This design comes from an exercise in tuning for small area on the open sky130 flow, not from production work. At most, simulation tests tie the RTL to the original design; equivalence was not proved. Power and IR drop assume default switching activity.

before:
==> module async_fifo, before the edit <==
module async_fifo (
    input             CLK,
    input             RD_RST_N,
    input             RD,
    output reg        RD_EMPTY,
    output reg        RD_VALID,
    output     [31:0] RD_DATA,
    input             WR_RST_N,
    input             WR,
    output reg        WR_FULL,
    input      [31:0] WR_DATA
);
    reg [5:0] rbin, wbin;
    reg [5:0] wq1_rbin, wq2_rbin;
    reg [5:0] rq1_wbin, rq2_wbin;
    wire wr_en = WR & ~WR_FULL;
    wire rd_en = RD & ~RD_EMPTY;
    wire [5:0] wbinnext = wbin + wr_en;
    wire [5:0] rbinnext = rbin + rd_en;
    always @ (posedge CLK or negedge WR_RST_N)
        if(!WR_RST_N)
        begin
            wbin <= 6'b0;
            { wq2_rbin, wq1_rbin } <= 12'b0;
            WR_FULL <= 1'b0;
        end
        else
        begin
            wbin <= wbinnext;
            { wq2_rbin, wq1_rbin } <= { wq1_rbin, rbin };
            WR_FULL <= (wbinnext == { ~wq2_rbin[5], wq2_rbin[4:0] });
        end
    always @ (posedge CLK or negedge RD_RST_N)
        if(!RD_RST_N)
        begin
            rbin <= 6'b0;
            { rq2_wbin, rq1_wbin } <= 12'b0;
            RD_EMPTY <= 1'b1;
            RD_VALID <= 1'b0;
        end
        else
        begin
            rbin <= rbinnext;
            { rq2_wbin, rq1_wbin } <= { rq1_wbin, wbin };
            RD_EMPTY <= (rbinnext == rq2_wbin);
            RD_VALID <= rd_en;
        end
    reg [31:0] mem [0:31];
    wire [4:0] wslot = wbin[4:0] + 5'd1;
    reg [4:0] wslot2;
    always @ (posedge CLK or negedge WR_RST_N)
        if(!WR_RST_N)
            wslot2 <= 5'd1;
        else
            wslot2 <= wslot2 + wr_en;
    genvar p;
    generate
        for(p = 0; p < 32; p = p + 1)
        begin : slot
            wire we = wr_en && wslot == p;
            wire hold = ~(wr_en && wslot2 == p);
            always @ (posedge CLK)
                mem[p] <= (WR_DATA & {32{we}}) | (mem[p] & {32{hold}});
        end
    endgenerate
    reg [31:0] rdata;
    integer k;
    always @*
    begin
        rdata = 32'b0;
        for(k = 0; k < 32; k = k + 1)
            rdata = rdata | (mem[k] & {32{RD_VALID && rbin[4:0] == k}});
    end
    assign RD_DATA = rdata;
endmodule
==> flow/config.mk <==
export PLATFORM = sky130hd
export DESIGN_NAME = dso100fb
export DESIGN_NICKNAME = dso100fb
export VERILOG_FILES = /design/flow/design.v
export SDC_FILE = /design/flow/constraint.sdc
export NUM_CORES = 4
export LEC_CHECK = 0
export CAP_MARGIN = 20
export CORE_MARGIN = 2
export CORE_UTILIZATION = 40
export CTS_BUF_LIST = sky130_fd_sc_hd__clkbuf_8
export CTS_CLUSTER_DIAMETER = 70
export CTS_CLUSTER_SIZE = 15
export SLEW_MARGIN = 20
==> flow/constraint.sdc <==
create_clock -name core_clock -period 10.0 [get_ports {CLK}]
set_input_delay 2.0000 -clock core_clock [delete_from_list [all_inputs] [get_ports {CLK}]]
set_output_delay 2.0000 -clock core_clock [all_outputs]
set_load 0.01 [all_outputs]
standard.sh (not shown) runs the stock make flow with config.mk's settings and CLKGATE_MAP_FILE= SYNTH_SCRIPT=/design/flow/synth_recipe.tcl, a recipe that flattens the netlist after the stock synthesis.
==> flow/flow/run.sh <==
#!/bin/bash
set -euo pipefail
export BUFFER_PORTS_ARGS="-buffer_cell sky130_fd_sc_hd__buf_1"
bash standard.sh finish > standard_flow.log 2>&1
before went all the way through the flow, and no timing, DRC or antenna check failed.
Setup changes, before to after
--- a/flow/design.v
+++ b/flow/design.v
@@ -239,18 +239,11 @@
     reg [31:0] mem [0:31];
     wire [4:0] wslot = wbin[4:0] + 5'd1;
-    reg [4:0] wslot2;
-    always @ (posedge CLK or negedge WR_RST_N)
-        if(!WR_RST_N)
-            wslot2 <= 5'd1;
-        else
-            wslot2 <= wslot2 + wr_en;
     genvar p;
     generate
         for(p = 0; p < 32; p = p + 1)
         begin : slot
-            wire we = wr_en && wslot == p;
-            wire hold = ~(wr_en && wslot2 == p);
             always @ (posedge CLK)
-                mem[p] <= (WR_DATA & {32{we}}) | (mem[p] & {32{hold}});
+                if(wr_en && wslot == p)
+                    mem[p] <= WR_DATA;
         end
     endgenerate
Findings:
Note that the wire length per cell after detailed routing recorded for after amounts to 0.940 times the value seen in before.
after against before: maximum clock frequency fell by about 2.2%; synthesized cell count fell by 1421; count of hold-fix buffers inserted at cts stayed essentially flat; average instance area after synthesis rose by 4.3 um2.
In the flow results for before and after, the clock group share of total power is smaller on before.
As far as top-level port count goes, after and before are indistinguishable; the numbers are identical.
On initial core utilization, the higher figure sits with before, not after.
[after vs before] total detailed-routing wirelength: lower in after
Against before, after reports a power that is lower.
Compared with before, after shows a lower portion of total power attributed to combinational logic.
Between after and before, it is after whose clock sink count is lower, by about 0.34%.
No functional check of the RTL was part of before.

[static timing again, ports no longer ideal]
How much do the figures lean on ideal ports? The routed layouts below were timed once more, with nothing changed but the port constraints. Step 1 sets driving cells, clkbuf_16 on the clock port and buf_2 on the other inputs (assumed; they add their load-dependent delay and slew). Step 2 adds t to the input delays and takes it off the output delays; t is the mean of the earliest and latest rising clock arrival at the registers after step 1. Input paths then give back, and output paths get back, about the clock's delay inside the block. a / b / c = ideal / step 1 / step 2; a / b = the first two.
| run | t (ns) | setup slack, ns | worst hold slack (ns) |
|---|---|---|---|
| before | 0.976 | 3.260 / 3.260 / 3.260 | 0.226 / 0.226 / 0.226 |
| after | 0.918 | 3.105 / 3.105 / 3.105 | 0.281 / 0.281 / 0.281 |
After both steps every run listed still meets setup and hold.
